Source: an optimization exercise on an open RTL-to-GDS flow (aim: small area and a short achievable clock period). Production flows keep margins and buffers that such runs may drop.
Only simulation tests tie the RTL to the original design; equivalence was not proved.
The flow treats the clock pin as an ideal source, which a real chip does not have.

==> 03-28: inputs <==
Design DaddaKS_16bitMAC, start of the top module:
module DaddaKS_16bitMAC(
    input [15:0] a,
    input [15:0] b,
    input clk,
    input rst,
    input cin,
    output reg [31:0] out,
    output cout
);
wire pp_0_0;
wire pp_0_1;
wire pp_0_2;
wire pp_0_3;
wire pp_0_4;
wire pp_0_5;
wire pp_0_6;
wire pp_0_7;
wire pp_0_8;
wire pp_0_9;
wire pp_0_10;
wire pp_0_11;
wire pp_0_12;
wire pp_0_13;
wire pp_0_14;
wire pp_0_15;
wire pp_1_0;
wire pp_1_1;
wire pp_1_2;
wire pp_1_3;
wire pp_1_4;
wire pp_1_5;
wire pp_1_6;
wire pp_1_7;
wire pp_1_8;
wire pp_1_9;
wire pp_1_10;
wire pp_1_11;
wire pp_1_12;
wire pp_1_13;
wire pp_1_14;
wire pp_1_15;
wire pp_2_0;
wire pp_2_1;
wire pp_2_2;
wire pp_2_3;
wire pp_2_4;
wire pp_2_5;
wire pp_2_6;
wire pp_2_7;
wire pp_2_8;
wire pp_2_9;
wire pp_2_10;
wire pp_2_11;
wire pp_2_12;
wire pp_2_13;
wire pp_2_14;
wire pp_2_15;
wire pp_3_0;
wire pp_3_1;
wire pp_3_2;
wire pp_3_3;
wire pp_3_4;
wire pp_3_5;
wire pp_3_6;
wire pp_3_7;
wire pp_3_8;
wire pp_3_9;
wire pp_3_10;
wire pp_3_11;
wire pp_3_12;
wire pp_3_13;
wire pp_3_14;
wire pp_3_15;
wire pp_4_0;
wire pp_4_1;
wire pp_4_2;
wire pp_4_3;
wire pp_4_4;
wire pp_4_5;
wire pp_4_6;
  ...
export LEC_CHECK = 0
export CAP_MARGIN = 20
export CORE_MARGIN = 2
export CORE_UTILIZATION = 40
export SETUP_SLACK_MARGIN = 5
export SLEW_MARGIN = 20
export SYNTH_HIERARCHICAL = 1
create_clock -name core_clock -period 17.0 [get_ports {clk}]
standard.sh (not shown) runs the stock make flow with config.mk's settings and CLKGATE_MAP_FILE= SYNTH_SCRIPT=/design/flow/synth_recipe.tcl, a recipe that flattens the netlist after the stock synthesis.
==> flow/flow/run.sh <==
#!/bin/bash
# The standard layout (the standard.sh) with these ORFS settings on top of config.mk's:
#   'BUFFER_PORTS_ARGS=-buffer_cell sky130_fd_sc_hd__buf_1'
# and an extra step after global placement and after CTS: downsize.tcl gives every cell the
# smallest drive strength that keeps the worst setup slack (area recovery).
# Each tool's output is in its own log.
set -euo pipefail
R=$PWD/orfs/results/sky130hd/DaddaKS_16bitMAC/base
downsize() {
  DS_ODB=$R/$1.odb DS_SDC=$R/$1.sdc DS_TARGET=5.3 DS_PROP=$2 \
    DS_LIB=$FLOW_HOME/platforms/sky130hd/lib/sky130_fd_sc_hd__tt_025C_1v80.lib \
    DS_PLATFORM_DIR=$FLOW_HOME/platforms/sky130hd \
    openroad -no_init -exit flow/downsize.tcl > downsize_$1.log 2>&1
}
bash standard.sh 'BUFFER_PORTS_ARGS=-buffer_cell sky130_fd_sc_hd__buf_1' place > standard_place.log 2>&1
downsize 3_place 0
bash standard.sh 'BUFFER_PORTS_ARGS=-buffer_cell sky130_fd_sc_hd__buf_1' cts > standard_cts.log 2>&1
downsize 4_cts 1
bash standard.sh 'BUFFER_PORTS_ARGS=-buffer_cell sky130_fd_sc_hd__buf_1' finish > standard_finish.log 2>&1
==> flow/flow/downsize.tcl <==
# Area recovery: give each cell the smallest drive strength of its kind that keeps the
# design's worst setup slack at least DS_TARGET (or the slack it had, if that is lower).
# Reads and rewrites the ODB given in DS_ODB; DS_SDC is its SDC.
read_db $::env(DS_ODB)
read_liberty $::env(DS_LIB)
read_sdc $::env(DS_SDC)
source $::env(DS_PLATFORM_DIR)/setRC.tcl
if {[info exists ::env(DS_PROP)] && $::env(DS_PROP)} { set_propagated_clock [all_clocks] }
estimate_parasitics -placement
set wns0 [sta::worst_slack -max]
set target [expr {min($wns0, $::env(DS_TARGET))}]
puts "downsize: worst slack $wns0, target $target"
set area0 0.0
set saved 0.0
set n 0
set insts [get_cells *]
foreach inst $insts {
  set m [get_property $inst ref_name]
  if {![regexp {^(sky130_fd_sc_hd__[a-z0-9]+)_([0-9]+)$} $m -> base size]} { continue }
  if {[string match *df* $base] || [string match *tap* $base] || [string match *conb* $base] || [string match *clkbuf* $base]} { continue }
  set cands {}
  foreach lc [get_lib_cells */${base}_*] {
    set nm [get_property $lc name]
    if {[regexp "^${base}_(\[0-9\]+)\$" $nm -> s2] && $s2 < $size} { lappend cands [list $s2 $nm] }
  }
  if {![llength $cands]} { continue }
  set cands [lsort -integer -index 0 $cands]
  foreach c $cands {
    set nm [lindex $c 1]
    replace_cell $inst $nm
    if {[sta::worst_slack -max] >= $target} {
      incr n
      puts "downsize: [get_full_name $inst] $m -> $nm"
      break
    }
    replace_cell $inst $m
  }
}
puts "downsize: resized $n cells, worst slack now [sta::worst_slack -max]"
report_design_area
write_db $::env(DS_ODB)
==> 07-16: changes against 03-28 <==
==> flow/flow/run.sh (replaced) <==
#!/bin/bash
# The standard layout (the standard.sh: standard synthesis, floorplan, placement, CTS,
# routing), with these ORFS settings added on top of config.mk's:
#   'BUFFER_PORTS_ARGS=-buffer_cell sky130_fd_sc_hd__buf_2'
# The full make output is in standard.log.
set -euo pipefail
bash standard.sh 'BUFFER_PORTS_ARGS=-buffer_cell sky130_fd_sc_hd__buf_2' finish > standard.log 2>&1
removed: flow/flow/downsize.tcl
==> notes <==
07-16 produced a clean layout. 03-28 passed the timing, DRC and antenna checks.
Against 07-16, the clock skew of 03-28 is higher by 0.73 ps.
Between 03-28 and 07-16, the lower register-to-register slack is in 03-28 (gap 400 ps).
Maximum frequency is about the same in 03-28 and 07-16.
Between 07-16 and 03-28, the lower sequential share of layout area is in 07-16 (gap 0.30 points).
==> figures <==
quantity                                                                     07-16                    03-28
Result of the run                                          complete, no violations  complete, no violations
Met1 GRT Util                                                               25.93%                   24.55%
Ratio of final minimum period to clock period                               68.87%                   68.80%
Slew at the pin closest to its max-slew limit                             573.4 ps                 936.6 ps
Clock insertion delay at the later pin of the skew report                   300 ps                   290 ps
Via total after detailed routing                                             5,553                    5,675
Vias per inst                                                                5.025                    5.122
Final Skew                                                                4.013 ps                 4.739 ps
Crit-path max cell delay                                                    620 ps                   530 ps
Violation count after the first detailed-route iteration                       292                      358
Number of cells in the design after placement                                1,094                    1,098
Post-cts resize count                                                            2                      106
Max Fclk                                                                 85.41 MHz                85.50 MHz
Post-DP HPWL                                                        15,870 microns           15,780 microns

## separate check: timing with driven ports
Ports are ideal in the flow. The routed layouts listed here were re-timed in OpenROAD.
Step 1 sets driving cells, clkbuf_16 on the clock port and buf_2 on the other inputs (assumed; they add their load-dependent delay and slew).
Step 2 also shifts input and output timing later by t, the mid clock arrival at the registers, as if the neighbouring blocks saw the same clock.
Three values: ideal ports, drivers, drivers and shift; two values: the first two.
run | t (ns) | slack for setup (ns) | clock arrival spread, ns
03-28 | 0.334 | 5.304 / 5.277 / 5.277 | 0.005 / 0.004
07-16 | 0.335 | 5.291 / 5.247 / 5.247 | 0.004 / 0.004
After both steps setup and hold are still met in every run listed. The setup slack of 07-16, which loses most, moves by -0.044 ns with the drivers and by -0.044 ns with both steps.
